This is an optimization exercise on Yosys and OpenROAD, whose aim is small area and a short achievable clock period, not a production implementation.
The RTL was checked by simulation tests, not by an equivalence proof against the original design.
No driver is modelled on the clock port, so clocking that relies on it looks cheaper here than on a real chip.

$ cat flow/flow/run.sh
#!/bin/bash
# Own layout flow: the standard synthesis and layout, with
#  - port buffers of a faster cell than the default, the output ones moved
#    next to the registers that drive them (flow/pre_resize.tcl);
#  - timing repair aimed at a 4.2 ns period (the clock stays 11 ns), with
#    the later clock modelled as ideal latency until clock tree synthesis
#    (flow/pre_floorplan.tcl).
# Each step's full output goes to a log of its own in this folder.
set -euo pipefail
here=$(pwd)
bash standard.sh synth > log_synth.txt 2>&1
bash standard.sh \
  PRE_FLOORPLAN_TCL="$here/flow/pre_floorplan.tcl" \
  LATE_REGEX=pe.sum \
  LATE_LATENCY=1.8 \
  PRE_CTS_TCL="$here/flow/pre_cts.tcl" \
  ROOT_CHAIN="" \
  OP_CHAIN="sky130_fd_sc_hd__clkbuf_16" \
  SKEW_CHAIN="sky130_fd_sc_hd__clkdlybuf4s50_1,sky130_fd_sc_hd__clkdlybuf4s50_1,sky130_fd_sc_hd__clkdlybuf4s50_1,sky130_fd_sc_hd__clkdlybuf4s25_1,sky130_fd_sc_hd__clkbuf_16" \
  PRE_RESIZE_TCL="$here/flow/pre_resize.tcl" \
  CTS_ARGS="-sink_clustering_enable -repair_clock_nets -no_insertion_delay -clk_nets {clk_op clk_late}" \
  BUFFER_PORTS_ARGS="-buffer_cell sky130_fd_sc_hd__buf_2" \
  SETUP_SLACK_MARGIN=6.8 \
  finish > log_layout.txt 2>&1
$ cat flow/flow/pre_cts.tcl
# Before clock tree synthesis: split the clock into two branches.
#  - clk_op: the operand registers (o_down, o_right), behind OP_CHAIN;
#  - clk_late: the registers LATE_REGEX matches,
#    behind SKEW_CHAIN, a chain of delay buffers.
# Clock tree synthesis then builds one tree per branch, so those registers are
# clocked later than the operand registers that feed their multiply-add
# logic: useful skew between registers inside the
# design. Both branches start in the middle of the core, driven from the
# clock port directly or through ROOT_CHAIN next to the port.
set block [ord::get_db_block]
set db [ord::get_db]
set clk_net [[$block findBTerm clk] getNet]
set core [$block getCoreArea]
set cx [expr {([$core xMin] + [$core xMax]) / 2}]
set cy [expr {([$core yMin] + [$core yMax]) / 2}]
set pin [lindex [[$block findBTerm clk] getBPins] 0]
set pb [$pin getBBox]
set px [expr {min(max(([$pb xMin] + [$pb xMax]) / 2, [$core xMin] + 10000), [$core xMax] - 10000)}]
set py [expr {min(max(([$pb yMin] + [$pb yMax]) / 2, [$core yMin] + 10000), [$core yMax] - 10000)}]

proc add_chain {block db from cells name x y} {
  set prev $from
  set i 0
  foreach cell $cells {
    set inst [odb::dbInst_create $block [$db findMaster $cell] ${name}_buf_$i]
    if {$i == [llength $cells] - 1} {
      set net [odb::dbNet_create $block $name]
    } else {
      set net [odb::dbNet_create $block ${name}_$i]
    }
    $net setSigType CLOCK
    [$inst findITerm A] connect $prev
    [$inst findITerm X] connect $net
    $inst setLocation [expr {$x + 4000 * $i}] $y
    $inst setPlacementStatus PLACED
    set prev $net
    incr i
  }
  return $prev
}

# move every register clock pin off the port's net first
set op_pins {}
set late_pins {}
foreach inst [$block getInsts] {
  set it [$inst findITerm CLK]
  if {$it eq "NULL" || [$it getNet] ne $clk_net} { continue }
  $it disconnect
  if {[regexp $::env(LATE_REGEX) [$inst getName]]} {
    lappend late_pins $it
  } else {
    lappend op_pins $it
  }
}
if {$::env(ROOT_CHAIN) eq ""} { set root_net $clk_net } else { set root_net [add_chain $block $db $clk_net [split $::env(ROOT_CHAIN) ,] clk_root $px $py] }
set op_net [add_chain $block $db $root_net [split $::env(OP_CHAIN) ,] clk_op $cx [expr {$cy - 8000}]]
set late_net [add_chain $block $db $root_net [split $::env(SKEW_CHAIN) ,] clk_late $cx [expr {$cy + 8000}]]
# the ideal latency set before floorplanning (flow/pre_floorplan.tcl) goes:
# from here on the clock is the real one
foreach it $late_pins {
  set inst [$it getInst]
  unset_clock_latency [get_pins -of_objects [get_cells [$inst getName]] -filter "direction == input && is_clock"]
}
foreach it $op_pins { $it connect $op_net }
foreach it $late_pins { $it connect $late_net }
puts "clock branches: [llength $op_pins] registers on clk_op ($::env(OP_CHAIN)), [llength $late_pins] on clk_late ($::env(SKEW_CHAIN))"
$ cat flow/flow/pre_floorplan.tcl
# Before the first timing repair: model the later clock of the registers
# LATE_REGEX matches (flow/pre_cts.tcl builds it) as ideal clock latency,
# so that repairs before clock tree synthesis see the paths as they will
# be. Clock tree synthesis replaces it with the real, propagated clock.
set late {}
foreach inst [[ord::get_db_block] getInsts] {
  if {[regexp $::env(LATE_REGEX) [$inst getName]]} {
    lappend late [get_pins -of_objects [get_cells [$inst getName]] -filter "direction == input && is_clock"]
  }
}
set_clock_latency $::env(LATE_LATENCY) $late
puts "ideal clock latency $::env(LATE_LATENCY) ns on [llength $late] register clock pins"
$ cat flow/flow/pre_resize.tcl
# After global placement: move each output port's buffer next to the cell
# that drives it, so that the long wire to the port at the die's edge is
# driven by the buffer rather than by a register.
set block [ord::get_db_block]
set n 0
foreach bterm [$block getBTerms] {
  if {[$bterm getIoType] ne "OUTPUT"} { continue }
  set net [$bterm getNet]
  if {$net eq "NULL"} { continue }
  set buf ""
  foreach it [$net getITerms] {
    if {[$it isOutputSignal]} { set buf [$it getInst] }
  }
  if {$buf eq ""} { continue }
  set a [$buf findITerm A]
  if {$a eq "NULL" || [$a getNet] eq "NULL"} { continue }
  set drv ""
  foreach it [[$a getNet] getITerms] {
    if {[$it isOutputSignal]} { set drv [$it getInst] }
  }
  if {$drv eq ""} { continue }
  set loc [$drv getLocation]
  $buf setLocation [lindex $loc 0] [lindex $loc 1]
  incr n
}
puts "output port buffers moved next to their drivers: $n"
$ cat flow/standard.sh
#!/bin/bash
# synth_recipe.tcl (not shown) runs the flow's synth.tcl, then flattens the netlist and writes it again
# the make line also repeats each setting of config.mk as NAME=value (left out here)
make -C /OpenROAD-flow-scripts/flow DESIGN_CONFIG=/design/flow/config.mk WORK_HOME=/design/flow/orfs CLKGATE_MAP_FILE= SYNTH_SCRIPT=/design/flow/synth_recipe.tcl "${@:-finish}"
$ cat flow/config.mk
export PLATFORM = sky130hd
export DESIGN_NAME = single_kernel
export DESIGN_NICKNAME = single_kernel
export VERILOG_FILES = /design/flow/design.v
export SDC_FILE = /design/flow/constraint.sdc
export NUM_CORES = 8
export LEC_CHECK = 0
export CAP_MARGIN = 20
export CORE_MARGIN = 2
export CORE_UTILIZATION = 50
export SETUP_SLACK_MARGIN = 5
export SLEW_MARGIN = 20
export SYNTH_HIERARCHICAL = 1
export SYNTH_MINIMUM_KEEP_SIZE = 0
$ cat flow/constraint.sdc
create_clock -name core_clock -period 11.0 [get_ports {clk}]
set_input_delay 2.2000 -clock core_clock [delete_from_list [all_inputs] [get_ports {clk}]]
set_output_delay 2.2000 -clock core_clock [all_outputs]
set_load 0.01 [all_outputs]
$ cat flow/design.v
module mac_fa (input a, input b, input c, output s, output co);
  assign s  = a ^ b ^ c;
  assign co = (a & b) | (a & c) | (b & c);
endmodule
module mac_ha (input a, input b, output s, output co);
  assign s  = a ^ b;
  assign co = a & b;
endmodule
module mac_pe (
  input             clk,
  input             finish,
  input      [15:0] i_up,
  input      [15:0] i_left,
  output reg [15:0] o_down,
  output reg [15:0] o_right,
  output reg [15:0] o_result
);
  reg  [15:0] sum;        
  wire [15:0] op_u = i_up;
  wire [15:0] op_l = i_left;
  wire [15:0] acc_n = ~(sum & {16{~finish}});
  wire [15:0] pp_n [0:15];
  genvar gi, gj;
  generate for (gi = 0; gi < 16; gi = gi + 1) begin : ppi
    for (gj = 0; gj < 16; gj = gj + 1) begin : ppj
      assign pp_n[gi][gj] = ~(op_u[gi] & op_l[gj]);
    end
  end endgenerate
  wire s1, c2;
  mac_fa us1 (pp_n[0][2], pp_n[1][1], pp_n[2][0], s1, c2);
  wire s3, c4;
  mac_fa us3 (pp_n[0][3], pp_n[1][2], pp_n[2][1], s3, c4);
  wire s5, c6;
  mac_fa us5 (pp_n[3][0], c2, 1'b1, s5, c6);
  wire s7, c8;
  mac_fa us7 (pp_n[0][4], pp_n[1][3], pp_n[2][2], s7, c8);
  wire s9, c10;
  mac_fa us9 (pp_n[3][1], pp_n[4][0], c4, s9, c10);
  wire s11, c12;
  mac_fa us11 (s7, c6, s9, s11, c12);
  wire s13, c14;
  mac_fa us13 (pp_n[0][5], pp_n[1][4], pp_n[2][3], s13, c14);
  wire s15, c16;
  mac_fa us15 (pp_n[3][2], pp_n[4][1], pp_n[5][0], s15, c16);
  wire s17, c18;
  mac_fa us17 (c8, s13, s15, s17, c18);
  wire s19, c20;
  mac_fa us19 (c10, s17, 1'b1, s19, c20);
  wire s21, c22;
  mac_fa us21 (pp_n[0][6], pp_n[1][5], pp_n[2][4], s21, c22);
  wire s23, c24;
  mac_fa us23 (pp_n[3][3], pp_n[4][2], pp_n[5][1], s23, c24);
  wire s25, c26;
  mac_fa us25 (pp_n[6][0], c14, c16, s25, c26);
  wire s27, c28;
  mac_fa us27 (s21, s23, c18, s27, c28);
  wire s29, c30;
  mac_fa us29 (s25, s27, c20, s29, c30);
  wire s31, c32;
  mac_fa us31 (pp_n[0][7], pp_n[1][6], pp_n[2][5], s31, c32);
  wire s33, c34;
  mac_fa us33 (pp_n[3][4], pp_n[4][3], pp_n[5][2], s33, c34);
  wire s35, c36;
  mac_fa us35 (pp_n[6][1], pp_n[7][0], c22, s35, c36);
  wire s37, c38;
  mac_fa us37 (c24, s31, s33, s37, c38);
  wire s39, c40;
  mac_fa us39 (c26, s35, s37, s39, c40);
  wire s41, c42;
  mac_fa us41 (c28, s39, 1'b1, s41, c42);
  wire s43, c44;
  mac_fa us43 (pp_n[0][8], pp_n[1][7], pp_n[2][6], s43, c44);
  wire s45, c46;
  mac_fa us45 (pp_n[3][5], pp_n[4][4], pp_n[5][3], s45, c46);
  wire s47, c48;
  mac_fa us47 (pp_n[6][2], pp_n[7][1], pp_n[8][0], s47, c48);
  wire s49, c50;
  mac_fa us49 (c32, c34, s43, s49, c50);
  wire s51, c52;
  mac_fa us51 (s45, s47, c36, s51, c52);
  wire s53, c54;
  mac_fa us53 (c38, s49, acc_n[0], s53, c54);
  wire s55, c56;
  mac_fa us55 (s51, c40, s53, s55, c56);
  wire s57, c58;
  mac_fa us57 (pp_n[0][9], pp_n[1][8], pp_n[2][7], s57, c58);
  wire s59, c60;
  mac_fa us59 (pp_n[3][6], pp_n[4][5], pp_n[5][4], s59, c60);
  wire s61, c62;
  mac_fa us61 (pp_n[6][3], pp_n[7][2], pp_n[8][1], s61, c62);
  wire s63, c64;
  mac_fa us63 (pp_n[9][0], c44, c46, s63, c64);
  wire s65, c66;
  mac_fa us65 (c48, s57, s59, s65, c66);
  wire s67, c68;
  mac_fa us67 (s61, c50, s63, s67, c68);
  wire s69, c70;
  mac_fa us69 (s65, acc_n[1], c52, s69, c70);
  wire s71, c72;
  mac_fa us71 (s67, c54, s69, s71, c72);
  wire s73, c74;
  mac_fa us73 (pp_n[0][10], pp_n[1][9], pp_n[2][8], s73, c74);
  wire s75, c76;
  mac_fa us75 (pp_n[3][7], pp_n[4][6], pp_n[5][5], s75, c76);
  wire s77, c78;
  mac_fa us77 (pp_n[6][4], pp_n[7][3], pp_n[8][2], s77, c78);
  wire s79, c80;
  mac_fa us79 (pp_n[9][1], pp_n[10][0], c58, s79, c80);
  wire s81, c82;
  mac_fa us81 (c60, c62, s73, s81, c82);
  wire s83, c84;
  mac_fa us83 (s75, s77, c64, s83, c84);
  wire s85, c86;
  mac_fa us85 (s79, c66, s81, s85, c86);
  wire s87, c88;
  mac_fa us87 (acc_n[2], c68, s83, s87, c88);
  wire s89, c90;
  mac_fa us89 (s85, c70, s87, s89, c90);
  wire s91, c92;
  mac_fa us91 (pp_n[0][11], pp_n[1][10], pp_n[2][9], s91, c92);
  wire s93, c94;
  mac_fa us93 (pp_n[3][8], pp_n[4][7], pp_n[5][6], s93, c94);
  wire s95, c96;
  mac_fa us95 (pp_n[6][5], pp_n[7][4], pp_n[8][3], s95, c96);
  wire s97, c98;
  mac_fa us97 (pp_n[9][2], pp_n[10][1], pp_n[11][0], s97, c98);
  wire s99, c100;
  mac_fa us99 (c74, c76, c78, s99, c100);
  wire s101, c102;
  mac_fa us101 (s91, s93, s95, s101, c102);
  wire s103, c104;
  mac_fa us103 (s97, c80, c82, s103, c104);
  wire s105, c106;
  mac_fa us105 (s99, s101, acc_n[3], s105, c106);
  wire s107, c108;
  mac_fa us107 (c84, s103, c86, s107, c108);
  wire s109, c110;
  mac_fa us109 (s105, c88, s107, s109, c110);
  wire s111, c112;
  mac_fa us111 (pp_n[0][12], pp_n[1][11], pp_n[2][10], s111, c112);
  wire s113, c114;
  mac_fa us113 (pp_n[3][9], pp_n[4][8], pp_n[5][7], s113, c114);
  wire s115, c116;
  mac_fa us115 (pp_n[6][6], pp_n[7][5], pp_n[8][4], s115, c116);
  wire s117, c118;
  mac_fa us117 (pp_n[9][3], pp_n[10][2], pp_n[11][1], s117, c118);
  wire s119, c120;
  mac_fa us119 (pp_n[12][0], c92, c94, s119, c120);
  wire s121, c122;
  mac_fa us121 (c96, c98, s111, s121, c122);
  wire s123, c124;
  mac_fa us123 (s113, s115, s117, s123, c124);
  wire s125, c126;
  mac_fa us125 (c100, s119, c102, s125, c126);
  wire s127, c128;
  mac_fa us127 (s121, s123, acc_n[4], s127, c128);
  wire s129, c130;
  mac_fa us129 (c104, s125, c106, s129, c130);
  wire s131, c132;
  mac_fa us131 (s127, c108, s129, s131, c132);
  wire s133, c134;
  mac_fa us133 (pp_n[0][13], pp_n[1][12], pp_n[2][11], s133, c134);
  wire s135, c136;
  mac_fa us135 (pp_n[3][10], pp_n[4][9], pp_n[5][8], s135, c136);
  wire s137, c138;
  mac_fa us137 (pp_n[6][7], pp_n[7][6], pp_n[8][5], s137, c138);
  wire s139, c140;
  mac_fa us139 (pp_n[9][4], pp_n[10][3], pp_n[11][2], s139, c140);
  wire s141, c142;
  mac_fa us141 (pp_n[12][1], pp_n[13][0], c112, s141, c142);
  wire s143, c144;
  mac_fa us143 (c114, c116, c118, s143, c144);
  wire s145, c146;
  mac_fa us145 (s133, s135, s137, s145, c146);
  wire s147, c148;
  mac_fa us147 (s139, c120, c122, s147, c148);
  wire s149, c150;
  mac_fa us149 (s141, c124, s143, s149, c150);
  wire s151, c152;
  mac_fa us151 (s145, acc_n[5], c126, s151, c152);
  wire s153, c154;
  mac_fa us153 (s147, s149, c128, s153, c154);
  wire s155, c156;
  mac_fa us155 (s151, c130, s153, s155, c156);
  wire s157, c158;
  mac_fa us157 (pp_n[0][14], pp_n[1][13], pp_n[2][12], s157, c158);
  wire s159, c160;
  mac_fa us159 (pp_n[3][11], pp_n[4][10], pp_n[5][9], s159, c160);
  wire s161, c162;
  mac_fa us161 (pp_n[6][8], pp_n[7][7], pp_n[8][6], s161, c162);
  wire s163, c164;
  mac_fa us163 (pp_n[9][5], pp_n[10][4], pp_n[11][3], s163, c164);
  wire s165, c166;
  mac_fa us165 (pp_n[12][2], pp_n[13][1], pp_n[14][0], s165, c166);
  wire s167, c168;
  mac_fa us167 (c134, c136, c138, s167, c168);
  wire s169, c170;
  mac_fa us169 (c140, s157, s159, s169, c170);
  wire s171, c172;
  mac_fa us171 (s161, s163, s165, s171, c172);
  wire s173, c174;
  mac_fa us173 (c142, c144, c146, s173, c174);
  wire s175, c176;
  mac_fa us175 (s167, s169, s171, s175, c176);
  wire s177, c178;
  mac_fa us177 (acc_n[6], c148, c150, s177, c178);
  wire s179, c180;
  mac_fa us179 (s173, s175, c152, s179, c180);
  wire s181, c182;
  mac_fa us181 (s177, c154, s179, s181, c182);
  wire s183, c184;
  mac_fa us183 (pp_n[0][15], pp_n[1][14], pp_n[2][13], s183, c184);
  wire s185, c186;
  mac_fa us185 (pp_n[3][12], pp_n[4][11], pp_n[5][10], s185, c186);
  wire s187, c188;
  mac_fa us187 (pp_n[6][9], pp_n[7][8], pp_n[8][7], s187, c188);
  wire s189, c190;
  mac_fa us189 (pp_n[9][6], pp_n[10][5], pp_n[11][4], s189, c190);
  wire s191, c192;
  mac_fa us191 (pp_n[12][3], pp_n[13][2], pp_n[14][1], s191, c192);
  wire s193, c194;
  mac_fa us193 (pp_n[15][0], c158, c160, s193, c194);
  wire s195, c196;
  mac_fa us195 (c162, c164, c166, s195, c196);
  wire s197, c198;
  mac_fa us197 (s183, s185, s187, s197, c198);
  wire s199, c200;
  mac_fa us199 (s189, s191, c168, s199, c200);
  wire s201, c202;
  mac_fa us201 (c170, s193, c172, s201, c202);
  wire s203, c204;
  mac_fa us203 (s195, s197, acc_n[7], s203, c204);
  wire s205, c206;
  mac_fa us205 (c174, s199, c176, s205, c206);
  wire s207, c208;
  mac_fa us207 (s201, s203, c178, s207, c208);
  wire s209, c210;
  mac_fa us209 (s205, c180, s207, s209, c210);
  wire s211, c212;
  mac_fa us211 (pp_n[1][15], pp_n[2][14], pp_n[3][13], s211, c212);
  wire s213, c214;
  mac_fa us213 (pp_n[4][12], pp_n[5][11], pp_n[6][10], s213, c214);
  wire s215, c216;
  mac_fa us215 (pp_n[7][9], pp_n[8][8], pp_n[9][7], s215, c216);
  wire s217, c218;
  mac_fa us217 (pp_n[10][6], pp_n[11][5], pp_n[12][4], s217, c218);
  wire s219, c220;
  mac_fa us219 (pp_n[13][3], pp_n[14][2], pp_n[15][1], s219, c220);
  wire s221, c222;
  mac_fa us221 (c184, c186, c188, s221, c222);
  wire s223, c224;
  mac_fa us223 (c190, c192, s211, s223, c224);
  wire s225, c226;
  mac_fa us225 (s213, s215, s217, s225, c226);
  wire s227, c228;
  mac_fa us227 (s219, c194, c196, s227, c228);
  wire s229, c230;
  mac_fa us229 (c198, s221, s223, s229, c230);
  wire s231, c232;
  mac_fa us231 (s225, acc_n[8], c200, s231, c232);
  wire s233, c234;
  mac_fa us233 (s227, c202, c204, s233, c234);
  wire s235, c236;
  mac_fa us235 (s229, s231, c206, s235, c236);
  wire s237, c238;
  mac_fa us237 (s233, c208, s235, s237, c238);
  wire s239, c240;
  mac_fa us239 (pp_n[2][15], pp_n[3][14], pp_n[4][13], s239, c240);
  wire s241, c242;
  mac_fa us241 (pp_n[5][12], pp_n[6][11], pp_n[7][10], s241, c242);
  wire s243, c244;
  mac_fa us243 (pp_n[8][9], pp_n[9][8], pp_n[10][7], s243, c244);
  wire s245, c246;
  mac_fa us245 (pp_n[11][6], pp_n[12][5], pp_n[13][4], s245, c246);
  wire s247, c248;
  mac_fa us247 (pp_n[14][3], pp_n[15][2], c212, s247, c248);
  wire s249, c250;
  mac_fa us249 (c214, c216, c218, s249, c250);
  wire s251, c252;
  mac_fa us251 (c220, s239, s241, s251, c252);
  wire s253, c254;
  mac_fa us253 (s243, s245, c222, s253, c254);
  wire s255, c256;
  mac_fa us255 (c224, s247, c226, s255, c256);
  wire s257, c258;
  mac_fa us257 (s249, s251, acc_n[9], s257, c258);
  wire s259, c260;
  mac_fa us259 (c228, s253, c230, s259, c260);
  wire s261, c262;
  mac_fa us261 (s255, s257, c232, s261, c262);
  wire s263, c264;
  mac_fa us263 (c234, s259, s261, s263, c264);
  wire s265, c266;
  mac_fa us265 (c236, s263, 1'b1, s265, c266);
  wire s267, c268;
  mac_fa us267 (pp_n[3][15], pp_n[4][14], pp_n[5][13], s267, c268);
  wire s269, c270;
  mac_fa us269 (pp_n[6][12], pp_n[7][11], pp_n[8][10], s269, c270);
  wire s271, c272;
  mac_fa us271 (pp_n[9][9], pp_n[10][8], pp_n[11][7], s271, c272);
  wire s273, c274;
  mac_fa us273 (pp_n[12][6], pp_n[13][5], pp_n[14][4], s273, c274);
  wire s275, c276;
  mac_fa us275 (pp_n[15][3], c240, c242, s275, c276);
  wire s277, c278;
  mac_fa us277 (c244, c246, s267, s277, c278);
  wire s279, c280;
  mac_fa us279 (s269, s271, s273, s279, c280);
  wire s281, c282;
  mac_fa us281 (c248, c250, c252, s281, c282);
  wire s283, c284;
  mac_fa us283 (s275, s277, s279, s283, c284);
  wire s285, c286;
  mac_fa us285 (acc_n[10], c254, c256, s285, c286);
  wire s287, c288;
  mac_fa us287 (s281, c258, s283, s287, c288);
  wire s289, c290;
  mac_fa us289 (c260, s285, c262, s289, c290);
  wire s291, c292;
  mac_fa us291 (s287, c264, s289, s291, c292);
  wire s293, c294;
  mac_fa us293 (pp_n[4][15], pp_n[5][14], pp_n[6][13], s293, c294);
  wire s295, c296;
  mac_fa us295 (pp_n[7][12], pp_n[8][11], pp_n[9][10], s295, c296);
  wire s297, c298;
  mac_fa us297 (pp_n[10][9], pp_n[11][8], pp_n[12][7], s297, c298);
  wire s299, c300;
  mac_fa us299 (pp_n[13][6], pp_n[14][5], pp_n[15][4], s299, c300);
  wire s301, c302;
  mac_fa us301 (c268, c270, c272, s301, c302);
  wire s303, c304;
  mac_fa us303 (c274, s293, s295, s303, c304);
  wire s305, c306;
  mac_fa us305 (s297, s299, c276, s305, c306);
  wire s307, c308;
  mac_fa us307 (c278, c280, s301, s307, c308);
  wire s309, c310;
  mac_fa us309 (s303, acc_n[11], c282, s309, c310);
  wire s311, c312;
  mac_fa us311 (s305, c284, s307, s311, c312);
  wire s313, c314;
  mac_fa us313 (c286, s309, c288, s313, c314);
  wire s315, c316;
  mac_fa us315 (s311, c290, s313, s315, c316);
  wire s317, c318;
  mac_fa us317 (pp_n[5][15], pp_n[6][14], pp_n[7][13], s317, c318);
  wire s319, c320;
  mac_fa us319 (pp_n[8][12], pp_n[9][11], pp_n[10][10], s319, c320);
  wire s321, c322;
  mac_fa us321 (pp_n[11][9], pp_n[12][8], pp_n[13][7], s321, c322);
  wire s323, c324;
  mac_fa us323 (pp_n[14][6], pp_n[15][5], c294, s323, c324);
  wire s325, c326;
  mac_fa us325 (c296, c298, c300, s325, c326);
  wire s327, c328;
  mac_fa us327 (s317, s319, s321, s327, c328);
  wire s329, c330;
  mac_fa us329 (c302, s323, c304, s329, c330);
  wire s331, c332;
  mac_fa us331 (s325, s327, acc_n[12], s331, c332);
  wire s333, c334;
  mac_fa us333 (c306, c308, s329, s333, c334);
  wire s335, c336;
  mac_fa us335 (s331, c310, c312, s335, c336);
  wire s337, c338;
  mac_fa us337 (s333, c314, s335, s337, c338);
  wire s339, c340;
  mac_fa us339 (pp_n[6][15], pp_n[7][14], pp_n[8][13], s339, c340);
  wire s341, c342;
  mac_fa us341 (pp_n[9][12], pp_n[10][11], pp_n[11][10], s341, c342);
  wire s343, c344;
  mac_fa us343 (pp_n[12][9], pp_n[13][8], pp_n[14][7], s343, c344);
  wire s345, c346;
  mac_fa us345 (pp_n[15][6], c318, c320, s345, c346);
  wire s347, c348;
  mac_fa us347 (c322, s339, s341, s347, c348);
  wire s349, c350;
  mac_fa us349 (s343, c324, c326, s349, c350);
  wire s351, c352;
  mac_fa us351 (s345, c328, s347, s351, c352);
  wire s353, c354;
  mac_fa us353 (acc_n[13], c330, s349, s353, c354);
  wire s355, c356;
  mac_fa us355 (c332, s351, c334, s355, c356);
  wire s357, c358;
  mac_fa us357 (s353, c336, s355, s357, c358);
  wire s359, c360;
  mac_fa us359 (pp_n[7][15], pp_n[8][14], pp_n[9][13], s359, c360);
  wire s361, c362;
  mac_fa us361 (pp_n[10][12], pp_n[11][11], pp_n[12][10], s361, c362);
  wire s363, c364;
  mac_fa us363 (pp_n[13][9], pp_n[14][8], pp_n[15][7], s363, c364);
  wire s365, c366;
  mac_fa us365 (c340, c342, c344, s365, c366);
  wire s367, c368;
  mac_fa us367 (s359, s361, s363, s367, c368);
  wire s369, c370;
  mac_fa us369 (c346, c348, s365, s369, c370);
  wire s371, c372;
  mac_fa us371 (s367, acc_n[14], c350, s371, c372);
  wire s373, c374;
  mac_fa us373 (c352, s369, c354, s373, c374);
  wire s375, c376;
  mac_fa us375 (s371, c356, s373, s375, c376);
  wire s377, c378;
  mac_fa us377 (pp_n[8][15], pp_n[9][14], pp_n[10][13], s377, c378);
  wire s379, c380;
  mac_fa us379 (pp_n[11][12], pp_n[12][11], pp_n[13][10], s379, c380);
  wire s381, c382;
  mac_fa us381 (pp_n[14][9], pp_n[15][8], c360, s381, c382);
  wire s383, c384;
  mac_fa us383 (c362, c364, s377, s383, c384);
  wire s385, c386;
  mac_fa us385 (s379, c366, s381, s385, c386);
  wire s387, c388;
  mac_fa us387 (c368, s383, acc_n[15], s387, c388);
  wire s389, c390;
  mac_fa us389 (c370, s385, s387, s389, c390);
  wire s391, c392;
  mac_fa us391 (c372, s389, c374, s391, c392);
  wire [23:0] row_x_n = {c376, c358, c338, c316, c292, s291, c238, c210, c182, c156, c132, c110, c90, c72, c56, c42, c30, s29, c12, s11, s3, s1, pp_n[0][1], pp_n[0][0]};
  wire [23:0] row_y_n = {s391, s375, s357, s337, s315, c266, s265, s237, s209, s181, s155, s131, s109, s89, s71, s55, s41, 1'b1, s19, 1'b1, s5, 1'b1, pp_n[1][0], 1'b1};
  wire [23:0] tot_n = row_x_n + row_y_n + 1'b1;
  always @(posedge clk) begin
    o_down   <= i_up;
    o_right  <= i_left;
    o_result <= finish ? sum : o_result;
    sum      <= ~tot_n[23:8];
  end
endmodule
module single_kernel #(
  parameter SIZE = 8,
  parameter DATA_WIDTH = 16
) (
  input clk,
  input [SIZE*SIZE-1:0] finish,
  input [SIZE*DATA_WIDTH-1:0] in_up,
  input [SIZE*DATA_WIDTH-1:0] in_left,
  output [SIZE*DATA_WIDTH-1:0] pass_down,
  output [SIZE*DATA_WIDTH-1:0] pass_right,
  output [SIZE*SIZE*DATA_WIDTH-1:0] out_matrix,
  output [SIZE*DATA_WIDTH-1:0] out_diagonal
);
  wire [SIZE*SIZE*16-1:0] d, r;
  genvar i, j;
  generate
    for (i = 0; i < SIZE; i = i + 1) begin : row
      for (j = 0; j < SIZE; j = j + 1) begin : col
        mac_pe pe (
          .clk     (clk),
          .finish  (finish[i*SIZE + j]),
          .i_up    (i == SIZE-1 ? in_up  [16*j +: 16] : d[16*((i+1)*SIZE + j) +: 16]),
          .i_left  (j == SIZE-1 ? in_left[16*i +: 16] : r[16*(i*SIZE + j + 1) +: 16]),
          .o_down  (d[16*(i*SIZE + j) +: 16]),
          .o_right (r[16*(i*SIZE + j) +: 16]),
          .o_result(out_matrix[16*(i*SIZE + j) +: 16]));
      end
      assign pass_down   [16*i +: 16] = d[16*i +: 16];
      assign pass_right  [16*i +: 16] = r[16*(i*SIZE) +: 16];
      assign out_diagonal[16*i +: 16] = out_matrix[16*(i*SIZE + i) +: 16];
    end
  endgenerate
endmodule
==> impl_metrics.ini, run 1 <==
[outcome]
status = complete, but fails checks
violations = negative hold slack

[yosys]
netlist_area_um2 = 479000
synthMuxAreaShare = 0
ys_ff_latch = 4096
synthXorXnorAreaFrac = 0.0164
synthAdderAreaFrac = 0.554
synth_top_family_by_area = adder cells
synthSimpleGateAreaFrac = 0.161
synthDistinctLibCells = 44
ys_warn_count = 7
synth_edf_count = 1024
synth_cells = 44500
synthFlopType = dfxtp_1
synth_compound_area_frac = 0.0445
synth_area_per_cell_um2 = 10.8
async_flop_share = 0
synth-seq-area-share = 0.193

[routing]
postRouteAntennaNets = 0
dr.pass1.iters = 9
viasPerCell = 6.10
drt-total-wl_um = 1800000
vias = 355000
wire_per_inst_um = 30.9
drtIter0Drc = 33800
drcViolationCount = 0

[setup_path]
cpMaxStageDelayCell = fa_1
crit_start = in_left[28]
path_common_cell = fa_1
critical_path_class = input pin to register
r2r_slack_ns = 6.78
slowest_delay_ns = 0.60
path_buf_inv = 1
worstRegToRegCells = 14
critPathRequiredTime_ns = 13.73
reg2reg_from = row[2].col[6].pe.o_down[10]$_DFF_P_
r2r_end = row[1].col[6].pe.sum[13]$_DFF_P_
cp_max_fo = 13
path_cells = buf_4 -> nand2_1 -> fa_1 -> fa_1 -> fa_1 -> fa_2 -> fa_2 -> fa_1 -> ha_4 -> a21oi_2 -> o21ai_0 -> or2_4 -> o31ai_2 -> xor2_1
critPathTopFamily = adder cells
worst_setup_path_end_kind = register
worstPathArrival_ns = 6.96
startpoint_type = input pin

[timing]
rsz0062_at_grt = yes
post-route-period-util = 0.385
fin_worst_skew_ns = 1.70
hold_viol_final = 10
slew_headroom = 0.168
post-route-min-period_ns = 4.23
finalSetupTns_ns = 0
setup_viol = 0
drv_slew = 0
finalHoldWorstSlack_ns = -0.0459
fmax_ghz = 0.236
tightest_slew_ns = 1.25

[worst_hold_path]
min_path_type = register to register
hold-path-endpoint = row[1].col[3].pe.sum[2]$_DFF_P_
hold_depth = 6
hold_start = row[1].col[4].pe.o_right[3]$_DFF_P_

[cells_and_area]
mostFrequentLayoutCell = nand2_1
seqCellArea_um2 = 93100
post-route-util = 0.554
fin_nets = 59000
layout_common_cells = nand2_1, fa_1, dfxtp_1, buf_2, a21oi_1
area_growth_pct = 10.6
drive_gt1_frac = 0.121
multi_input_area_um2 = 378000
nFillCells = 81400

[die]
die_y_um = 983
std_cell_rows = 359
num_io_pins = 1729
core_um2 = 955000
dieArea_um2 = 966000
initial_core_util = 0.501
die_w_um = 983

[placement]
dp_hpwl_um = 1320000
io_buffers = 1728
gp_congestion = 0.974

[grt]
overflow = 0
grt_max_degree = 33
antenna_found_initial = 171
grt_pass1_wl_um = 2640000
grt_pass1_vias = 398000
grt_usage = 0.372

[clock_network]
clk_pin_slew_ns = 0.05
cts_num_sinks = 4096
insertion_delay_ns = 2.84
cts_tree = built

[flow_run]
cap_violations = 0
per-module statistics from Yosys (local to each module, per instance):
module         cells  area (um^2)
mac_pe           498         3550
single_kernel    128          961
mac_fa             1         20.0
synth_stat cells (192+ instances only):
| cell | instances | share of area |
|---|---|---|
| inv_1 | 320 | 0.0025 |
| nand2_1 | 15500 | 0.12 |
| nand2b_1 | 1024 | 0.013 |
| edfxtp_1 | 1024 | 0.064 |
| nand3_1 | 448 | 0.0047 |
| o31ai_1 | 192 | 0.0030 |
| clkbuf_1 | 3072 | 0.024 |
| dfxtp_1 | 3072 | 0.13 |
| xnor2_1 | 320 | 0.0059 |
| ha_1 | 1152 | 0.030 |
| nand4_1 | 192 | 0.0025 |
| nor2_1 | 832 | 0.0065 |
| a21o_1 | 192 | 0.0030 |
| a21oi_1 | 1216 | 0.013 |
| o21ai_0 | 512 | 0.0053 |
| nor3_1 | 192 | 0.0020 |
| a31oi_1 | 192 | 0.0025 |
| xor2_1 | 576 | 0.011 |
| fa_1 | 12500 | 0.52 |
flip-flops by register name, summed over array words and instances (netlist names):
name                 count
row.col.pe.o_down     1024
row.col.pe.o_result   1024
row.col.pe.o_right    1024
row.col.pe.sum        1024
metrics by stage:
step | worst slack (ns) | hold WS, ns | std cells | instance area [um^2]
final | 6.77 | -0.0459 | 58200 | 530000
after global routing | 6.75 | 0.00000666 | 58100 | 529000
after CTS | 6.70 | 0.00000333 | 58100 | 527000
after detailed placement | 5.46 | -0.706 | 56400 | 501000
after global placement | 5.41 | -0.696 | 56400 | 500000
after floorplan | 6.17 | -0.895 | 44700 | 487000
final cells by class, clock buffers not listed:
| cell class | count | area share |
|---|---|---|
| Multi-Input combinational cell | 36900 | 0.713 |
| Inverter | 320 | 0.00227 |
| Tap cell | 12600 | 0.0299 |
| Buffer | 6 | 0.000170 |
| Clock inverter | 286 | 0.00634 |
| Antenna cell | 77 | 0.000364 |
| Sequential cell | 4096 | 0.176 |
| Timing Repair Buffer | 3056 | 0.0400 |
worst reg2reg max path: cells and delay by family (launching register included):
family,cells,cell delay (ns)
fa+ha+maj,7,3.36
xor+xnor,1,0.15
compound gates,2,0.31
flops,1,1.03
simple gates,4,0.89
worst max-delay path by stage:
stage,end,slack (ns),depth (start not counted)
4_1_cts,row[6].col[4].pe.sum[14]$_DFF_P_,6.70,13
3_3_place_gp,row[7].col[3].pe.sum[14]$_DFF_P_,5.41,15
3_5_place_dp,row[7].col[6].pe.sum[14]$_DFF_P_,5.46,14
6_report,row[1].col[7].pe.sum[14]$_DFF_P_,6.77,14
5_1_grt,row[5].col[3].pe.sum[13]$_DFF_P_,6.75,12
2_1_floorplan,row[7].col[0].pe.sum[14]$_DFF_P_,6.17,15
cell families (layout without fill, tap and decap cells):
kind of cell | Yosys count | after routing
buffers and inverters | 3712 | 4440
DFF | 4096 | 4096
xor gates and xnor gates | 896 | 896
and+or+nand+nor | 18900 | 18900
adders and majority gates | 13700 | 13700
other | 64 | 333
AOI/OAI and AO/OA | 3200 | 3200
per-layer routing:
layer	GRT usage	part of all wire	up-vias
met5	0.000783	0.00043	-
met4	0.295	0.099	120
met3	0.107	0.10	5958
met2	0.576	0.45	22600
met1	0.437	0.34	187000
li1	-	-	140000
timing repair:
| action | 4_1_cts | 5_1_grt |
|---|---|---|
| resized for setup | 419 | 789 |
| buffers inserted | 0 | 2 |
| endpoints found under the hold margin | 643 | 55 |
| hold buffers | 554 | 46 |
| pin swaps | 0 | 8 |
| endpoints found under the setup margin | 194 | 316 |
==> run 2: changes to the inputs <==
--- a/flow/flow/run.sh
+++ b/flow/flow/run.sh
@@ -4,3 +4,3 @@
 #    next to the registers that drive them (flow/pre_resize.tcl);
-#  - timing repair aimed at a 4.2 ns period (the clock stays 11 ns), with
+#  - hold repair with 0.1 ns of margin, and timing repair aimed at a 4.2 ns period (the clock stays 11 ns), with
 #    the later clock modelled as ideal latency until clock tree synthesis
@@ -23,2 +23,3 @@
   SETUP_SLACK_MARGIN=6.8 \
+  HOLD_SLACK_MARGIN=0.1 \
   finish > log_layout.txt 2>&1
==> run 2 against run 1 <==
Effect of this change: critical path type unchanged; global-route usage rose by 0.60 points; final area rose by 1.7%; routed wire length rose by 1.8%; maximum frequency fell by 0.35%; synthesized area did not move; the run now finishes clean; critical path depth did not move.
==> impl_metrics.ini, run 2 <==
[outcome]
status = timing/DRC/antenna clean

[yosys]
synth-seq-area-share = 0.193
ys_ff_latch = 4096
post_synth_main_area_contributors = fa_1, dfxtp_1, nand2_1
yosysTopAreaCellShare = 0.524
synthDistinctLibCells = 44
synth_area_leader_cell = fa_1
synthFlopType = dfxtp_1
synth.most_common_cell = nand2_1
netlist_area_um2 = 479000
synth_area_per_cell_um2 = 10.8
ys_top_cells_by_count = nand2_1, fa_1, clkbuf_1, dfxtp_1, a21oi_1
synth_cells = 44500
ys_warn_count = 7
synth_edf_count = 1024
async_flop_share = 0

[routing]
drcViolationCount = 0
drt-met1-wl_um = 625000
postRouteAntennaNets = 0
wire_per_inst_um = 31.0
vias = 360000
drtIter0Drc = 35500
drt-total-wl_um = 1830000
viasPerCell = 6.10
wl_met2_um = 825000
wl_met3_um = 195000
highest_layer = met5
dr.pass1.iters = 14

[die]
num_io_pins = 1729
std_cell_rows = 359
core_um2 = 955000
initial_core_util = 0.501
dieArea_um2 = 966000
die_w_um = 983
die_y_um = 983

[placement]
dp_hpwl_um = 1320000
dp_worst_setup_slack_ns = 5.46
dp_cells = 56400
io_buffers = 1728
gp_congestion = 0.974
placed_area_um2 = 501000

[cells_and_area]
multi_input_area_um2 = 378000
area_growth_pct = 12.4
fin_nets = 59800
seqCellArea_um2 = 93200
finalNonFillerCells = 59000
post-route-util = 0.563
mostFrequentLayoutCell = nand2_1
nFillCells = 80800
final_area_um2 = 538000
drive_gt1_frac = 0.119
layout_common_cells = nand2_1, fa_1, dfxtp_1, buf_2, dlygate4sd3_1

[timing]
fin_worst_skew_ns = 1.70
slew_headroom = 0.188
post-route-period-util = 0.386
hold_viol_final = 0
fmax_ghz = 0.236
finalHoldWorstSlack_ns = 0.0278
fin_ws_ns = 6.75
post-route-min-period_ns = 4.25
tightest_slew_ns = 1.22
rsz0062_at_grt = yes
setup_viol = 0
finalSetupTns_ns = 0
drv_slew = 0

[setup_path]
cp_max_fo = 17
slowest_delay_ns = 0.62
path_common_cell = fa_1
startpoint_type = input pin
path_cells = buf_4 -> nand2_1 -> fa_1 -> fa_1 -> fa_1 -> fa_2 -> fa_2 -> fa_1 -> ha_4 -> a21oi_2 -> o21ai_0 -> or2_4 -> o31ai_2 -> xor2_1
cpMaxStageDelayCell = fa_1
worstPathArrival_ns = 6.96
critPathRequiredTime_ns = 13.72
worst_setup_path_end_kind = register
critical_path_class = input pin to register

[grt]
grt_pass1_wl_um = 2680000
grt_pass1_vias = 403000
antenna_found_initial = 167
overflow = 0
grt_usage = 0.378
grt_max_degree = 33

[clock_network]
clk_pin_slew_ns = 0.06
insertion_delay_ns = 2.83
cts_tree = built
cts_num_sinks = 4096

[flow_run]
cap_violations = 0

[worst_hold_path]
min_path_type = register to register
run 2: cell counts after synthesis:
Identical to the previous run, type by type.
run 2: area by class of cell, clock buffers not listed:
cell class | count | share of cell area
multi-input cells | 36900 | 0.702
flip-flops and latches | 4096 | 0.173
repair buffers | 3877 | 0.0553
well taps | 12600 | 0.0294
clock inverters | 286 | 0.00624
inverters | 320 | 0.00223
diodes | 91 | 0.000423
plain buffers | 6 | 0.000167
run 2: worst max-delay path: cells and delay by family:
kind                       cells  cell delay, ns
xor gates and xnor gates       1            0.16
and+or+nand+nor                2            0.39
buffers and inverters          1            0.28
AOI/OAI and AO/OA              3            0.52
adders and majority gates      7            3.39
run 2: path summary, 6_finish.rpt:
check / start / endpoint / slack (ns) / depth (start not counted)
worst max-delay path: in_left[19] / row[1].col[7].pe.sum[14]$_DFF_P_ / 6.75 / 14
worst max register to register: row[6].col[5].pe.o_right[3]$_DFF_P_ / row[6].col[4].pe.sum[14]$_DFF_P_ / 6.78 / 14
worst min-delay path: row[1].col[5].pe.o_right[0]$_DFF_P_ / row[1].col[4].pe.sum[10]$_DFF_P_ / 0.03 / 8
worst min register to register: row[1].col[5].pe.o_right[0]$_DFF_P_ / row[1].col[4].pe.sum[10]$_DFF_P_ / 0.03 / 8
run 2: per-layer routing:
metal	global-route usage	up-vias
met5	0	-
met3	0.109	6265
li1	-	141000
met4	0.307	106
met2	0.584	23500
met1	0.442	189000
run 2: cell families after synthesis:
family / Yosys count / synth area share
and+or+nand+nor: 18900 / 0.161
adders and majority gates: 13700 / 0.554
buffers and inverters: 3712 / 0.0304
other: 64 / 0.000502
AOI/OAI and AO/OA: 3200 / 0.0445
xor gates and xnor gates: 896 / 0.0164
DFF: 4096 / 0.193
run 2: modules after synthesis (local to each module, per instance):
module	cells inside	times used	cell area (um^2)
mac_fa	1	12500	20.0
single_kernel	128	1	961
mac_pe	498	64	3550
run 2: timing repair:
action,CTS,global route
endpoints found under the setup margin,194,447
buffers inserted,0,9
hold endpoints to repair,845,77
hold buffers,1299,115
pin swaps,0,14
resized for setup,419,977

[what the ideal ports hide]
Ports are ideal in the flow. The routed layouts listed here were re-timed in OpenROAD.
Step 1 assumes that a clkbuf_16 drives the clock port and a buf_2 every other input.
Step 2, shift: input delay + t, output delay - t, t = (earliest + latest rising clock arrival at the registers) / 2. This alone moves slack from input paths to output paths.
a / b / c = ideal ports / drivers / drivers and shift; a / b = the first two.
| run | t (ns) | setup WS [ns] | worst hold slack (ns) | latest minus earliest clock arrival (ns) |
|---|---|---|---|---|
| run 1 | 2.159 | 6.769 / 6.709 / 4.620 | -0.046 / -0.042 / -0.042 | 1.719 / 1.715 |
| run 2 | 2.155 | 6.754 / 6.680 / 4.672 | 0.028 / 0.032 / 0.032 | 1.720 / 1.716 |
In run 1 and run 2 the clock reaches the registers at very different times; t lies between them, and the last value is a rough guide only. The setup slack of run 1, which loses most, moves by -0.060 ns with the drivers and by -2.149 ns with both steps.
